From an optimization exercise on the open Yosys and OpenROAD flow, aimed at small area and a short achievable clock period; shortcuts taken in it are not production practice. At most, simulation tests tie the RTL to the original design; equivalence was not proved. No functional check of the RTL was part of run 2. Power figures rest on the tool's default switching activity, not on a simulated workload.

## flow/design.v (module list and top-level ports; edited modules follow where they fit)
// module sig_altmult_add: 2101 lines
module sig_altmult_add
(
	input signed [15:0] dataa, datab, datac, datad,
	input 		clock, aclr,
	output reg 	[32:0] result
);
  // ...
==> flow/flow/run.sh <==
#!/bin/bash
set -uo pipefail
here=$(pwd)
bash standard.sh "SYNTH_ARGS=-noabc" \
  "BUFFER_PORTS_ARGS=-buffer_cell sky130_fd_sc_hd__buf_1" \
  "POST_FLOORPLAN_TCL=$here/flow/upsize.tcl" finish > run_make.log 2>&1
status=$?
tail -20 run_make.log
exit $status
==> flow/flow/upsize.tcl <==
foreach inst [get_cells -quiet {a_r* c_r* m0_* m1_*}] {
  if {[get_property [get_lib_cells -of_objects $inst] name] == "sky130_fd_sc_hd__dfxtp_1"} {
    replace_cell $inst sky130_fd_sc_hd__dfxtp_4
  }
}
==> flow/standard.sh <==
#!/bin/bash
# synth_recipe.tcl (not shown) runs the flow's synth.tcl, then flattens the netlist and writes it again
# the make line also repeats each setting of config.mk as NAME=value (left out here)
make -C /OpenROAD-flow-scripts/flow DESIGN_CONFIG=/design/flow/config.mk WORK_HOME=/design/flow/orfs CLKGATE_MAP_FILE= SYNTH_SCRIPT=/design/flow/synth_recipe.tcl "${@:-finish}"
==> flow/config.mk <==
export PLATFORM = sky130hd
export DESIGN_NAME = sig_altmult_add
export DESIGN_NICKNAME = sig_altmult_add
export VERILOG_FILES = /design/flow/design.v
export SDC_FILE = /design/flow/constraint.sdc
export NUM_CORES = 4
export LEC_CHECK = 0
export CAP_MARGIN = 20
export CORE_MARGIN = 2
export CORE_UTILIZATION = 40
export SETUP_SLACK_MARGIN = 3.8
export SLEW_MARGIN = 20
==> flow/constraint.sdc <==
create_clock -name core_clock -period 7.0 [get_ports {clock}]
set_input_delay 1.4000 -clock core_clock [delete_from_list [all_inputs] [get_ports {clock}]]
set_output_delay 1.4000 -clock core_clock [all_outputs]
set_load 0.01 [all_outputs]
==> flow_metrics.tcl, run 1 <==
set metrics [dict create \
    pwr-share-seq 0.183 \
    ys_top_cells_by_count "xnor2_1, a22oi_1, fa_1, dfxtp_1, clkbuf_1" \
    finalSetupTns_ps 0 \
    seq_area_um2 4630 \
    top_layer_used "met4" \
    power_report.internal_total_mw 6.28 \
    synth_flop_cell "dfxtp_1" \
    n_antenna_cell 0 \
    seq_cells 207 \
    die_h_um 205 \
    synth_top_area_share 0.286 \
    run_status "complete, no violations" \
    holdWs_ps 360 \
    endpoint_kind "flip-flop" \
    reg2reg_slack_ps 3840 \
    use_met2 0.311 \
    ys_top_cells_by_area "fa_1, dfxtp_1, xnor2_1" \
    synth_seq_area_share 0.268 \
    min_period_ps 3160 \
    slew_headroom 0.468 \
    synth_most_common_cell "xnor2_1" \
    inverters 50 \
    place_area_um2 16900 \
    multiInputGateArea_um2 11300 \
    p_leak_nw 6.68 \
    fmax_mhz 316 \
    hold_viol_final 0 \
]
==> run 2, diff against run 1 <==
--- a/flow/design.v
+++ b/flow/design.v
@@ -1,17 +1,17 @@
 module sig_altmult_add
 (
 	input signed [15:0] dataa, datab, datac, datad,
 	input 		clock, aclr,
 	output reg 	[32:0] result
 );
   reg [15:0] a_r, c_r;
   reg [7:0] m0_one_r, m0_two_r, m0_neg_r, m1_one_r, m1_two_r, m1_neg_r;
-  reg [91:0] t_r;
+  reg [85:0] t_r;
   reg v1, v2;
   wire [7:0] one0, two0, neg0;
   wire [7:0] one1, two1, neg1;
   wire m0_pp0_0;
   wire m0_pp0_1;
   wire m0_pp0_2;
   wire m0_pp0_3;
   wire m0_pp0_4;
@@ -1647,152 +1647,152 @@
   assign s369 = s173 ^ c286 ^ s287;
   assign c370 = (s173 & c286) | (s173 & s287) | (c286 & s287);
   assign s371 = s175 ^ c288 ^ s289;
   assign c372 = (s175 & c288) | (s175 & s289) | (c288 & s289);
   assign s373 = s7 ^ s181 ^ c294;
   assign c374 = (s7 & s181) | (s7 & c294) | (s181 & c294);
   assign s375 = c190 ^ s193 ^ c300;
   assign c376 = (c190 & s193) | (c190 & c300) | (s193 & c300);
-  assign s377 = s205 ^ s207 ^ c306;
-  assign c378 = (s205 & s207) | (s205 & c306) | (s207 & c306);
-  assign s379 = s211 ^ s311 ^ c310;
-  assign c380 = (s211 & s311) | (s211 & c310) | (s311 & c310);
-  assign s381 = c312 ^ c314 ^ s315;
-  assign c382 = (c312 & c314) | (c312 & s315) | (c314 & s315);
-  assign s383 = c218 ^ s223 ^ s319;
-  assign c384 = (c218 & s223) | (c218 & s319) | (s223 & s319);
-  assign s385 = s229 ^ c320 ^ s323;
-  assign c386 = (s229 & c320) | (s229 & s323) | (c320 & s323);
-  assign s387 = s237 ^ c324 ^ c326;
-  assign c388 = (s237 & c324) | (s237 & c326) | (c324 & c326);
-  assign s389 = s331 ^ c328 ^ c330;
-  assign c390 = (s331 & c328) | (s331 & c330) | (c328 & c330);
-  assign s391 = s249 ^ c332 ^ s337;
-  assign c392 = (s249 & c332) | (s249 & s337) | (c332 & s337);
-  assign s393 = s255 ^ c338 ^ c340;
-  assign c394 = (s255 & c338) | (s255 & c340) | (c338 & c340);
-  assign s395 = s271 ^ s353 ^ c350;
-  assign c396 = (s271 & s353) | (s271 & c350) | (s353 & c350);
-  assign s397 = c354 ^ s357 ^ c356;
-  assign c398 = (c354 & s357) | (c354 & c356) | (s357 & c356);
-  assign s399 = c276 ^ s279 ^ c358;
-  assign c400 = (c276 & s279) | (c276 & c358) | (s279 & c358);
-  assign s401 = c280 ^ s281 ^ s363;
-  assign c402 = (c280 & s281) | (c280 & s363) | (s281 & s363);
-  assign s403 = c282 ^ c364 ^ s365;
-  assign c404 = (c282 & c364) | (c282 & s365) | (c364 & s365);
-  assign s405 = s285 ^ s367 ^ c366;
-  assign c406 = (s285 & s367) | (s285 & c366) | (s367 & c366);
-  assign s407 = c290 ^ s291 ^ c372;
-  assign c408 = (c290 & s291) | (c290 & c372) | (s291 & c372);
-  assign s409 = t_r[30] ^ t_r[31];
-  assign c410 = t_r[30] & t_r[31];
-  assign s411 = t_r[35] ^ t_r[36];
-  assign c412 = t_r[35] & t_r[36];
-  assign s413 = t_r[39] ^ t_r[40];
-  assign c414 = t_r[39] & t_r[40];
-  assign s415 = t_r[43] ^ t_r[44];
-  assign c416 = t_r[43] & t_r[44];
-  assign s417 = t_r[47] ^ t_r[48] ^ t_r[49];
-  assign c418 = (t_r[47] & t_r[48]) | (t_r[47] & t_r[49]) | (t_r[48] & t_r[49]);
-  assign s419 = t_r[52] ^ t_r[53];
-  assign c420 = t_r[52] & t_r[53];
-  assign s421 = t_r[56] ^ t_r[57] ^ t_r[58];
-  assign c422 = (t_r[56] & t_r[57]) | (t_r[56] & t_r[58]) | (t_r[57] & t_r[58]);
-  assign s423 = t_r[61] ^ t_r[62];
-  assign c424 = t_r[61] & t_r[62];
-  assign s425 = t_r[14] ^ t_r[15];
-  assign c426 = t_r[14] & t_r[15];
-  assign s427 = t_r[18] ^ t_r[19];
-  assign c428 = t_r[18] & t_r[19];
-  assign s429 = t_r[21] ^ t_r[22];
-  assign c430 = t_r[21] & t_r[22];
-  assign s431 = t_r[24] ^ t_r[25];
-  assign c432 = t_r[24] & t_r[25];
-  assign s433 = t_r[27] ^ t_r[28];
-  assign c434 = t_r[27] & t_r[28];
-  assign s435 = t_r[32] ^ t_r[33] ^ t_r[34];
-  assign c436 = (t_r[32] & t_r[33]) | (t_r[32] & t_r[34]) | (t_r[33] & t_r[34]);
-  assign s437 = t_r[37] ^ t_r[38] ^ c410;
-  assign c438 = (t_r[37] & t_r[38]) | (t_r[37] & c410) | (t_r[38] & c410);
-  assign s439 = t_r[41] ^ t_r[42] ^ c412;
-  assign c440 = (t_r[41] & t_r[42]) | (t_r[41] & c412) | (t_r[42] & c412);
-  assign s441 = t_r[45] ^ t_r[46] ^ c414;
-  assign c442 = (t_r[45] & t_r[46]) | (t_r[45] & c414) | (t_r[46] & c414);
-  assign s443 = t_r[50] ^ t_r[51] ^ c416;
-  assign c444 = (t_r[50] & t_r[51]) | (t_r[50] & c416) | (t_r[51] & c416);
-  assign s445 = t_r[54] ^ t_r[55] ^ s419;
-  assign c446 = (t_r[54] & t_r[55]) | (t_r[54] & s419) | (t_r[55] & s419);
-  assign s447 = t_r[59] ^ t_r[60] ^ c420;
-  assign c448 = (t_r[59] & t_r[60]) | (t_r[59] & c420) | (t_r[60] & c420);
-  assign s449 = t_r[63] ^ t_r[64] ^ s423;
-  assign c450 = (t_r[63] & t_r[64]) | (t_r[63] & s423) | (t_r[64] & s423);
-  assign s451 = t_r[65] ^ t_r[66] ^ t_r[67];
-  assign c452 = (t_r[65] & t_r[66]) | (t_r[65] & t_r[67]) | (t_r[66] & t_r[67]);
-  assign s453 = t_r[68] ^ t_r[69];
-  assign c454 = t_r[68] & t_r[69];
-  assign s455 = t_r[71] ^ t_r[72] ^ t_r[73];
-  assign c456 = (t_r[71] & t_r[72]) | (t_r[71] & t_r[73]) | (t_r[72] & t_r[73]);
-  assign s457 = t_r[75] ^ t_r[76];
-  assign c458 = t_r[75] & t_r[76];
+  assign s377 = s197 ^ c302 ^ s303;
+  assign c378 = (s197 & c302) | (s197 & s303) | (c302 & s303);
+  assign s379 = c304 ^ s305 ^ s307;
+  assign c380 = (c304 & s305) | (c304 & s307) | (s305 & s307);
+  assign s381 = s205 ^ s207 ^ c306;
+  assign c382 = (s205 & s207) | (s205 & c306) | (s207 & c306);
+  assign s383 = s211 ^ s311 ^ c310;
+  assign c384 = (s211 & s311) | (s211 & c310) | (s311 & c310);
+  assign s385 = c312 ^ c314 ^ s315;
+  assign c386 = (c312 & c314) | (c312 & s315) | (c314 & s315);
+  assign s387 = c218 ^ s223 ^ s319;
+  assign c388 = (c218 & s223) | (c218 & s319) | (s223 & s319);
+  assign s389 = c316 ^ c318 ^ s321;
+  assign c390 = (c316 & c318) | (c316 & s321) | (c318 & s321);
+  assign s391 = s229 ^ c320 ^ s323;
+  assign c392 = (s229 & c320) | (s229 & s323) | (c320 & s323);
+  assign s393 = s237 ^ c324 ^ c326;
+  assign c394 = (s237 & c324) | (s237 & c326) | (c324 & c326);
+  assign s395 = s331 ^ c328 ^ c330;
+  assign c396 = (s331 & c328) | (s331 & c330) | (c328 & c330);
+  assign s397 = s249 ^ c332 ^ s337;
+  assign c398 = (s249 & c332) | (s249 & s337) | (c332 & s337);
+  assign s399 = c334 ^ c336 ^ s339;
+  assign c400 = (c334 & c336) | (c334 & s339) | (c336 & s339);
+  assign s401 = s255 ^ c338 ^ c340;
+  assign c402 = (s255 & c338) | (s255 & c340) | (c338 & c340);
+  assign s403 = c342 ^ c344 ^ s345;
+  assign c404 = (c342 & c344) | (c342 & s345) | (c344 & s345);
+  assign s405 = c346 ^ c348 ^ s349;
+  assign c406 = (c346 & c348) | (c346 & s349) | (c348 & s349);
+  assign s407 = s271 ^ s353 ^ c350;
+  assign c408 = (s271 & s353) | (s271 & c350) | (s353 & c350);
+  assign s409 = c354 ^ s357 ^ c356;
+  assign c410 = (c354 & s357) | (c354 & c356) | (s357 & c356);
+  assign s411 = c276 ^ s279 ^ c358;
+  assign c412 = (c276 & s279) | (c276 & c358) | (s279 & c358);
+  assign s413 = c280 ^ s281 ^ s363;
+  assign c414 = (c280 & s281) | (c280 & s363) | (s281 & s363);
+  assign s415 = c282 ^ c364 ^ s365;
+  assign c416 = (c282 & c364) | (c282 & s365) | (c364 & s365);
+  assign s417 = s285 ^ s367 ^ c366;
+  assign c418 = (s285 & s367) | (s285 & c366) | (s367 & c366);
+  assign s419 = c290 ^ s291 ^ c372;
+  assign c420 = (c290 & s291) | (c290 & c372) | (s291 & c372);
+  assign s421 = t_r[31] ^ t_r[32];
+  assign c422 = t_r[31] & t_r[32];
+  assign s423 = t_r[36] ^ t_r[37];
+  assign c424 = t_r[36] & t_r[37];
+  assign s425 = t_r[40] ^ t_r[41];
+  assign c426 = t_r[40] & t_r[41];
+  assign s427 = t_r[47] ^ t_r[48];
+  assign c428 = t_r[47] & t_r[48];
+  assign s429 = t_r[18] ^ t_r[19];
+  assign c430 = t_r[18] & t_r[19];
+  assign s431 = t_r[22] ^ t_r[23];
+  assign c432 = t_r[22] & t_r[23];
+  assign s433 = t_r[25] ^ t_r[26];
+  assign c434 = t_r[25] & t_r[26];
+  assign s435 = t_r[28] ^ t_r[29];
+  assign c436 = t_r[28] & t_r[29];
+  assign s437 = t_r[33] ^ t_r[34] ^ t_r[35];
+  assign c438 = (t_r[33] & t_r[34]) | (t_r[33] & t_r[35]) | (t_r[34] & t_r[35]);
+  assign s439 = t_r[38] ^ t_r[39] ^ c422;
+  assign c440 = (t_r[38] & t_r[39]) | (t_r[38] & c422) | (t_r[39] & c422);
+  assign s441 = t_r[42] ^ t_r[43] ^ c424;
+  assign c442 = (t_r[42] & t_r[43]) | (t_r[42] & c424) | (t_r[43] & c424);
+  assign s443 = t_r[44] ^ t_r[45] ^ t_r[46];
+  assign c444 = (t_r[44] & t_r[45]) | (t_r[44] & t_r[46]) | (t_r[45] & t_r[46]);
+  assign s445 = t_r[49] ^ t_r[50] ^ t_r[51];
+  assign c446 = (t_r[49] & t_r[50]) | (t_r[49] & t_r[51]) | (t_r[50] & t_r[51]);
+  assign s447 = t_r[52] ^ t_r[53] ^ t_r[54];
+  assign c448 = (t_r[52] & t_r[53]) | (t_r[52] & t_r[54]) | (t_r[53] & t_r[54]);
+  assign s449 = t_r[55] ^ t_r[56];
+  assign c450 = t_r[55] & t_r[56];
+  assign s451 = t_r[58] ^ t_r[59] ^ t_r[60];
+  assign c452 = (t_r[58] & t_r[59]) | (t_r[58] & t_r[60]) | (t_r[59] & t_r[60]);
+  assign s453 = t_r[62] ^ t_r[63];
+  assign c454 = t_r[62] & t_r[63];
+  assign s455 = t_r[65] ^ t_r[66] ^ t_r[67];
+  assign c456 = (t_r[65] & t_r[66]) | (t_r[65] & t_r[67]) | (t_r[66] & t_r[67]);
+  assign s457 = t_r[69] ^ t_r[70];
+  assign c458 = t_r[69] & t_r[70];
   assign s459 = t_r[5] ^ t_r[6];
   assign c460 = t_r[5] & t_r[6];
   assign s461 = t_r[8] ^ t_r[9];
   assign c462 = t_r[8] & t_r[9];
   assign s463 = t_r[10] ^ t_r[11];
   assign c464 = t_r[10] & t_r[11];
   assign s465 = t_r[12] ^ t_r[13];
   assign c466 = t_r[12] & t_r[13];
-  assign s467 = t_r[16] ^ t_r[17] ^ s425;
-  assign c468 = (t_r[16] & t_r[17]) | (t_r[16] & s425) | (t_r[17] & s425);
-  assign s469 = t_r[20] ^ c426 ^ s427;
-  assign c470 = (t_r[20] & c426) | (t_r[20] & s427) | (c426 & s427);
-  assign s471 = t_r[23] ^ c428 ^ s429;
-  assign c472 = (t_r[23] & c428) | (t_r[23] & s429) | (c428 & s429);
-  assign s473 = t_r[26] ^ c430 ^ s431;
-  assign c474 = (t_r[26] & c430) | (t_r[26] & s431) | (c430 & s431);
-  assign s475 = t_r[29] ^ c432 ^ s433;
-  assign c476 = (t_r[29] & c432) | (t_r[29] & s433) | (c432 & s433);
-  assign s477 = c434 ^ s409 ^ s435;
-  assign c478 = (c434 & s409) | (c434 & s435) | (s409 & s435);
-  assign s479 = s411 ^ c436 ^ s437;
-  assign c480 = (s411 & c436) | (s411 & s437) | (c436 & s437);
-  assign s481 = s413 ^ c438 ^ s439;
-  assign c482 = (s413 & c438) | (s413 & s439) | (c438 & s439);
-  assign s483 = s415 ^ c440 ^ s441;
-  assign c484 = (s415 & c440) | (s415 & s441) | (c440 & s441);
-  assign s485 = s417 ^ c442 ^ s443;
-  assign c486 = (s417 & c442) | (s417 & s443) | (c442 & s443);
-  assign s487 = c418 ^ c444 ^ s445;
-  assign c488 = (c418 & c444) | (c418 & s445) | (c444 & s445);
-  assign s489 = s421 ^ c446 ^ s447;
-  assign c490 = (s421 & c446) | (s421 & s447) | (c446 & s447);
-  assign s491 = c422 ^ c448 ^ s449;
-  assign c492 = (c422 & c448) | (c422 & s449) | (c448 & s449);
-  assign s493 = c424 ^ s451 ^ c450;
-  assign c494 = (c424 & s451) | (c424 & c450) | (s451 & c450);
-  assign s495 = t_r[70] ^ s453 ^ c452;
-  assign c496 = (t_r[70] & s453) | (t_r[70] & c452) | (s453 & c452);
-  assign s497 = t_r[74] ^ c454 ^ s455;
-  assign c498 = (t_r[74] & c454) | (t_r[74] & s455) | (c454 & s455);
-  assign s499 = t_r[77] ^ s457 ^ c456;
-  assign c500 = (t_r[77] & s457) | (t_r[77] & c456) | (s457 & c456);
-  assign s501 = t_r[78] ^ t_r[79] ^ c458;
-  assign c502 = (t_r[78] & t_r[79]) | (t_r[78] & c458) | (t_r[79] & c458);
-  assign s503 = t_r[80] ^ t_r[81];
-  assign c504 = t_r[80] & t_r[81];
-  assign s505 = t_r[82] ^ t_r[83] ^ t_r[84];
-  assign c506 = (t_r[82] & t_r[83]) | (t_r[82] & t_r[84]) | (t_r[83] & t_r[84]);
-  assign s507 = t_r[85] ^ t_r[86];
-  assign c508 = t_r[85] & t_r[86];
-  assign s509 = t_r[88] ^ t_r[89];
-  assign c510 = t_r[88] & t_r[89];
-  assign row0 = {1'b1, t_r[91], t_r[90], t_r[87], s507, c504, s503, s501, c498, c496, s495, s493, c490, s489, c486, c484, c482, c480, c478, c476, c474, c472, c470, c468, c466, c464, c462, c460, t_r[7], t_r[4], t_r[3], t_r[2], t_r[0]};
-  assign row1 = {1'b0, c510, s509, c508, c506, s505, c502, c500, s499, s497, c494, c492, s491, c488, s487, s485, s483, s481, s479, s477, s475, s473, s471, s469, s467, s465, s463, s461, s459, 1'b0, 1'b0, 1'b0, t_r[1]};
+  assign s467 = t_r[14] ^ t_r[15];
+  assign c468 = t_r[14] & t_r[15];
+  assign s469 = t_r[16] ^ t_r[17];
+  assign c470 = t_r[16] & t_r[17];
+  assign s471 = t_r[20] ^ t_r[21] ^ s429;
+  assign c472 = (t_r[20] & t_r[21]) | (t_r[20] & s429) | (t_r[21] & s429);
+  assign s473 = t_r[24] ^ c430 ^ s431;
+  assign c474 = (t_r[24] & c430) | (t_r[24] & s431) | (c430 & s431);
+  assign s475 = t_r[27] ^ c432 ^ s433;
+  assign c476 = (t_r[27] & c432) | (t_r[27] & s433) | (c432 & s433);
+  assign s477 = t_r[30] ^ c434 ^ s435;
+  assign c478 = (t_r[30] & c434) | (t_r[30] & s435) | (c434 & s435);
+  assign s479 = c436 ^ s421 ^ s437;
+  assign c480 = (c436 & s421) | (c436 & s437) | (s421 & s437);
+  assign s481 = s423 ^ c438 ^ s439;
+  assign c482 = (s423 & c438) | (s423 & s439) | (c438 & s439);
+  assign s483 = s425 ^ c440 ^ s441;
+  assign c484 = (s425 & c440) | (s425 & s441) | (c440 & s441);
+  assign s485 = c426 ^ s443 ^ c442;
+  assign c486 = (c426 & s443) | (c426 & c442) | (s443 & c442);
+  assign s487 = s427 ^ c444 ^ s445;
+  assign c488 = (s427 & c444) | (s427 & s445) | (c444 & s445);
+  assign s489 = c428 ^ c446 ^ s447;
+  assign c490 = (c428 & c446) | (c428 & s447) | (c446 & s447);
+  assign s491 = t_r[57] ^ s449 ^ c448;
+  assign c492 = (t_r[57] & s449) | (t_r[57] & c448) | (s449 & c448);
+  assign s493 = t_r[61] ^ c450 ^ s451;
+  assign c494 = (t_r[61] & c450) | (t_r[61] & s451) | (c450 & s451);
+  assign s495 = t_r[64] ^ s453 ^ c452;
+  assign c496 = (t_r[64] & s453) | (t_r[64] & c452) | (s453 & c452);
+  assign s497 = t_r[68] ^ c454 ^ s455;
+  assign c498 = (t_r[68] & c454) | (t_r[68] & s455) | (c454 & s455);
+  assign s499 = t_r[71] ^ s457 ^ c456;
+  assign c500 = (t_r[71] & s457) | (t_r[71] & c456) | (s457 & c456);
+  assign s501 = t_r[72] ^ t_r[73] ^ c458;
+  assign c502 = (t_r[72] & t_r[73]) | (t_r[72] & c458) | (t_r[73] & c458);
+  assign s503 = t_r[74] ^ t_r[75];
+  assign c504 = t_r[74] & t_r[75];
+  assign s505 = t_r[76] ^ t_r[77] ^ t_r[78];
+  assign c506 = (t_r[76] & t_r[77]) | (t_r[76] & t_r[78]) | (t_r[77] & t_r[78]);
+  assign s507 = t_r[79] ^ t_r[80];
+  assign c508 = t_r[79] & t_r[80];
+  assign s509 = t_r[82] ^ t_r[83];
+  assign c510 = t_r[82] & t_r[83];
+  assign row0 = {1'b1, t_r[85], t_r[84], t_r[81], s507, c504, s503, s501, c498, c496, c494, c492, c490, c488, s487, c484, c482, c480, c478, c476, c474, c472, c470, c468, c466, c464, c462, c460, t_r[7], t_r[4], t_r[3], t_r[2], t_r[0]};
+  assign row1 = {1'b0, c510, s509, c508, c506, s505, c502, c500, s499, s497, s495, s493, s491, s489, c486, s485, s483, s481, s479, s477, s475, s473, s471, s469, s467, s465, s463, s461, s459, 1'b0, 1'b0, 1'b0, t_r[1]};
   assign g0 = row0 & row1;
   assign p0 = row0 ^ row1;
   assign pg1_1 = g0[1] | (p0[1] & g0[0]);
   assign pp1_1 = p0[1] & p0[0];
   assign pg1_3 = g0[3] | (p0[3] & g0[2]);
   assign pp1_3 = p0[3] & p0[2];
   assign pg1_5 = g0[5] | (p0[5] & g0[4]);
   assign pp1_5 = p0[5] & p0[4];
@@ -2003,94 +2003,88 @@
     t_r[6] <= s295;
     t_r[7] <= c374;
     t_r[8] <= c296;
     t_r[9] <= s297;
     t_r[10] <= c298;
     t_r[11] <= s299;
     t_r[12] <= s301;
     t_r[13] <= s375;
-    t_r[14] <= s197;
-    t_r[15] <= c302;
-    t_r[16] <= s303;
-    t_r[17] <= c376;
-    t_r[18] <= c304;
-    t_r[19] <= s305;
-    t_r[20] <= s307;
-    t_r[21] <= c308;
-    t_r[22] <= s309;
-    t_r[23] <= s377;
-    t_r[24] <= s313;
-    t_r[25] <= c378;
-    t_r[26] <= s379;
-    t_r[27] <= s317;
-    t_r[28] <= c380;
-    t_r[29] <= s381;
-    t_r[30] <= c316;
-    t_r[31] <= c318;
-    t_r[32] <= s321;
-    t_r[33] <= c382;
-    t_r[34] <= s383;
-    t_r[35] <= c322;
-    t_r[36] <= s325;
-    t_r[37] <= c384;
-    t_r[38] <= s385;
-    t_r[39] <= s327;
-    t_r[40] <= s329;
-    t_r[41] <= c386;
-    t_r[42] <= s387;
-    t_r[43] <= s333;
-    t_r[44] <= s335;
-    t_r[45] <= c388;
-    t_r[46] <= s389;
-    t_r[47] <= c334;
-    t_r[48] <= c336;
-    t_r[49] <= s339;
-    t_r[50] <= c390;
-    t_r[51] <= s391;
-    t_r[52] <= s341;
-    t_r[53] <= s343;
-    t_r[54] <= c392;
-    t_r[55] <= s393;
-    t_r[56] <= c342;
-    t_r[57] <= c344;
-    t_r[58] <= s345;
-    t_r[59] <= s347;
-    t_r[60] <= c394;
-    t_r[61] <= c346;
-    t_r[62] <= c348;
-    t_r[63] <= s349;
-    t_r[64] <= s351;
-    t_r[65] <= c352;
-    t_r[66] <= s355;
-    t_r[67] <= s395;
-    t_r[68] <= s359;
-    t_r[69] <= c396;
-    t_r[70] <= s397;
-    t_r[71] <= c360;
-    t_r[72] <= s361;
-    t_r[73] <= c398;
-    t_r[74] <= s399;
-    t_r[75] <= c362;
-    t_r[76] <= c400;
-    t_r[77] <= s401;
-    t_r[78] <= c402;
-    t_r[79] <= s403;
-    t_r[80] <= c404;
-    t_r[81] <= s405;
-    t_r[82] <= c368;
-    t_r[83] <= s369;
-    t_r[84] <= c406;
-    t_r[85] <= c370;
-    t_r[86] <= s371;
-    t_r[87] <= s407;
-    t_r[88] <= s177;
-    t_r[89] <= c292;
-    t_r[90] <= c408;
-    t_r[91] <= c178;
+    t_r[14] <= c376;
+    t_r[15] <= s377;
+    t_r[16] <= c378;
+    t_r[17] <= s379;
+    t_r[18] <= c308;
+    t_r[19] <= s309;
+    t_r[20] <= s381;
+    t_r[21] <= c380;
+    t_r[22] <= s313;
+    t_r[23] <= c382;
+    t_r[24] <= s383;
+    t_r[25] <= s317;
+    t_r[26] <= c384;
+    t_r[27] <= s385;
+    t_r[28] <= c386;
+    t_r[29] <= s387;
+    t_r[30] <= s389;
+    t_r[31] <= c322;
+    t_r[32] <= s325;
+    t_r[33] <= c388;
+    t_r[34] <= s391;
+    t_r[35] <= c390;
+    t_r[36] <= s327;
+    t_r[37] <= s329;
+    t_r[38] <= c392;
+    t_r[39] <= s393;
+    t_r[40] <= s333;
+    t_r[41] <= s335;
+    t_r[42] <= c394;
+    t_r[43] <= s395;
+    t_r[44] <= c396;
+    t_r[45] <= s397;
+    t_r[46] <= s399;
+    t_r[47] <= s341;
+    t_r[48] <= s343;
+    t_r[49] <= c398;
+    t_r[50] <= c400;
+    t_r[51] <= s401;
+    t_r[52] <= s347;
+    t_r[53] <= c402;
+    t_r[54] <= s403;
+    t_r[55] <= s351;
+    t_r[56] <= c404;
+    t_r[57] <= s405;
+    t_r[58] <= c352;
+    t_r[59] <= s355;
+    t_r[60] <= c406;
+    t_r[61] <= s407;
+    t_r[62] <= s359;
+    t_r[63] <= c408;
+    t_r[64] <= s409;
+    t_r[65] <= c360;
+    t_r[66] <= s361;
+    t_r[67] <= c410;
+    t_r[68] <= s411;
+    t_r[69] <= c362;
+    t_r[70] <= c412;
+    t_r[71] <= s413;
+    t_r[72] <= c414;
+    t_r[73] <= s415;
+    t_r[74] <= c416;
+    t_r[75] <= s417;
+    t_r[76] <= c368;
+    t_r[77] <= s369;
+    t_r[78] <= c418;
+    t_r[79] <= c370;
+    t_r[80] <= s371;
+    t_r[81] <= s419;
+    t_r[82] <= s177;
+    t_r[83] <= c292;
+    t_r[84] <= c420;
+    t_r[85] <= c178;
   end
   always @(posedge clock or posedge aclr) begin
     if (aclr) begin
       v1 <= 1'b0;
       v2 <= 1'b0;
       result <= {33{1'b0}};
     end else begin
       v1 <= 1'b1;
==> flow/config.mk (replaced) <==
export PLATFORM = sky130hd
export DESIGN_NAME = sig_altmult_add
export DESIGN_NICKNAME = sig_altmult_add
export VERILOG_FILES = /design/flow/design.v
export SDC_FILE = /design/flow/constraint.sdc
export NUM_CORES = 4
export LEC_CHECK = 0
export CAP_MARGIN = 20
export CORE_MARGIN = 2
export CORE_UTILIZATION = 40
export SETUP_SLACK_MARGIN = 3.5
export SLEW_MARGIN = 20
==> run 2 against run 1 <==
Utilization is 0.82 points lower. Critical endpoint is now result[31]$_DFF_PP0_. Fmax is 4.9% lower. Sequential share of layout area is 0.24 points lower. Still clean on timing, DRC and antenna. Cell count is 0.20% higher. Via count is 2.2% higher. Routed wire length is 1.6% higher. Clock skew is 6.0 ps lower. Synthesized cell count is 0.76% higher. Sequential power is 4% lower.
==> flow_metrics.tcl, run 2 <==
set metrics [dict create \
    run_status "complete, no violations" \
    synth_edf_count 0 \
    start_util 0.404 \
    synth_flop_cell "dfxtp_1" \
    clock_latency_ps 530 \
    core_um2 39700 \
    ys_top_cells_by_area "fa_1, dfxtp_1, xnor2_1" \
    netlist_area_um2 16100 \
    nets 1797 \
    grt_usage 0.215 \
    fin_area_um2 17700 \
    numCtsBuffers 23 \
    tightest_slew_ps 566 \
    dr.first_iter.drc_count 1159 \
    dr.pass1.iters 5 \
    post_drt_wl_per_cell_um 22.3 \
    antenna_left 0 \
    antenna_found_initial 2 \
    top_register "t_r" \
    synth_top_area_share 0.287 \
    n_antenna_cell 0 \
    ys_top_cells_by_count "xnor2_1, a22oi_1, fa_1, dfxtp_1, clkbuf_1" \
    top_regs "t_r: 86 flops, result: 33 flops" \
    stdcell_count 1973 \
    grt_pass1_wl_um 69500 \
    viasPerCell 5.57 \
    area_growth_syn_to_layout_pct 10.1 \
    routed_wl_um 44100 \
    fin_crit_sh 0.475 \
    seq_area_um2 4500 \
    cp_max_fo 4 \
    min_period_ps 3330 \
    layout_common_cells "xnor2_1, a22oi_1, fa_1, buf_1, dfxtp_1" \
    vdd_drop_max_mv 0.289 \
    dp_cells 1930 \
    reg2reg_slack_ps 3670 \
    startpoint_type "flip-flop" \
    place_area_um2 16900 \
    power_density_nw_per_um2 541 \
    endpoint_kind "flip-flop" \
    power_mw 9.57 \
    clockBufferDepth 3 \
    synthCells 1450 \
    ys_seq_elements 201 \
    timing.rr.end "result[31]$_DFF_PP0_" \
    die_h_um 204 \
    die_w_um 204 \
    synth_most_common_cell "xnor2_1" \
    postSynth.asyncResetShare 0.174 \
    p_leak_nw 6.64 \
    hold_path.class "reg2reg" \
    yosysWarnings 1 \
    row_count 73 \
    finalSetupTns_ps 0 \
    synth_fp_nets 1815 \
    critPathRequiredTime_ps 7410 \
    skew_ps 10.8 \
    io_pins 99 \
    drv_slew 0 \
    layout_commonest_cell "xnor2_1" \
    reg2reg_from "t_r[36]$_DFF_P_" \
    route.vias.total 10995 \
    rr_worst_depth 11 \
    htree_levels 1 \
    cap_violations 0 \
    drive_above_1_share 0.0905 \
    fillers 3665 \
    cts.sinks 201 \
    clk_pin_slew_ps 60 \
    crit_type "reg2reg" \
    hpwlAfterDp_um 32300 \
    arrival_ps 3740 \
    cts-root-buf "clkbuf_16" \
    gp_congestion 0.910 \
    drc 0 \
    yosys.area.top_type "fa_1" \
    avgSynthCellArea_um2 11.1 \
    grt_max_degree 36 \
    grt_pass1_vias 11477 \
    setup_viol 0 \
    synth_cell_type_count 52 \
    largest_reg_flops 86 \
    multiInputGateArea_um2 11200 \
    rsz0062_at_grt "yes" \
    synth_seq_area_share 0.261 \
    dieArea_um2 41800 \
    gr-total-overflow 0 \
    hold_end "v2$_DFF_PP0_" \
    portBuffers 98 \
    slew_headroom 0.623 \
    fmax_mhz 301 \
    min_from "v1$_DFF_PP0_" \
    hold_viol_final 0 \
    hold_depth 0 \
    cts_tree "built" \
]
## run 2: per-layer routing
| metal | part of all wire | vias up | global-route usage |
|---|---|---|---|
| li1 | - | 4841 | - |
| met1 | 0.45 | 5520 | 0.313 |
| met2 | 0.43 | 566 | 0.323 |
| met3 | 0.10 | 64 | 0.0494 |
| met5 | 0.00052 | - | 0 |
| met4 | 0.015 | 4 | 0.0505 |
## run 2: layout make-up
| type | count | area share |
|---|---|---|
| Inverter | 53 | 0.0112 |
| Timing Repair Buffer | 102 | 0.0225 |
| Sequential cell | 201 | 0.254 |
| Clock inverter | 6 | 0.00452 |
| Clock buffer | 35 | 0.0392 |
| Tap cell | 525 | 0.0371 |
| Multi-Input combinational cell | 1051 | 0.631 |
## run 2: logic make-up (layout without fill, tap and decap cells)
kind of cell | count (synthesis) | count (layout) | share of synthesized area
xor+xnor | 300 | 300 | 0.164
buf+inv | 198 | 196 | 0.0462
fa+ha+maj | 299 | 299 | 0.340
flops | 201 | 201 | 0.261
mux | 2 | 2 | 0.00125
compound gates | 320 | 320 | 0.146
other cells | 1 | 1 | 0.000233
simple gates | 129 | 129 | 0.0410
## run 2: power breakdown
group          switching [mW]  total (mW)  internal [mW]  leakage (nW)
Clock                   0.479        1.23          0.756         0.381
Combinational            3.47        6.38           2.91          4.38
Sequential              0.342        1.96           1.62          1.88
Total                    4.29        9.57           5.28          6.64
## run 2: stage by stage
stage                      util  worst slack [ps]  hold slack [ps]
after floorplan               -              3610              331
after global placement    0.425              3600              334
after detailed placement  0.425              3530              338
after CTS                 0.444              3520              352
after global routing      0.445              3460              381
final                     0.445              3670              348
## run 2: repair_timing
action,4_1_cts,5_1_grt
buffers inserted,0,2
hold buffers,0,0
endpoints found under the setup margin,0,9
gates resized for setup,0,6
## run 2: worst max-delay path by stage
stage / from / endpoint / slack [ps]
after global placement: t_r[36]$_DFF_P_ / result[29]$_DFF_PP0_ / 3600
final: t_r[36]$_DFF_P_ / result[31]$_DFF_PP0_ / 3670
after CTS: t_r[36]$_DFF_P_ / result[29]$_DFF_PP0_ / 3520
after detailed placement: t_r[36]$_DFF_P_ / result[29]$_DFF_PP0_ / 3530
after floorplan: m0_neg_r[6]$_DFF_P_ / t_r[46]$_DFF_P_ / 3610
after global routing: t_r[36]$_DFF_P_ / result[26]$_DFF_PP0_ / 3460
## run 2: critical path, cell delays in order (launching register included)
cell and delay (ps):
dfxtp_1 300, ha_1 200, fa_1 500, fa_1 460, ha_1 210, a21o_1 210, a221o_2 390, a211oi_2 180
nor2_1 110, o41ai_4 410, buf_4 170, o211ai_1 80

==> port drivers added, routing unchanged <==
The results above use ideal ports. As a check the final layouts listed here were re-extracted and re-timed, cells and wires unchanged.
Step 1 assumes that a clkbuf_16 drives the clock port and a buf_2 every other input.
Step 2 adds t to the input delays and takes it off the output delays; t is the mean of the earliest and latest rising clock arrival at the registers after step 1. Input paths then give back, and output paths get back, about the clock's delay inside the block.
Three values: no drivers, after step 1, after step 2; two values: the first two.
run	t (ns)	setup slack, ns	hold WS [ns]	worst slew at a driven data input, ns
run 1	0.582	3.836 / 3.836 / 3.836	0.360 / 0.360 / 0.360	0.05
run 2	0.575	3.672 / 3.672 / 3.672	0.348 / 0.348 / 0.348	0.05
After both steps setup and hold are still met in every run listed.
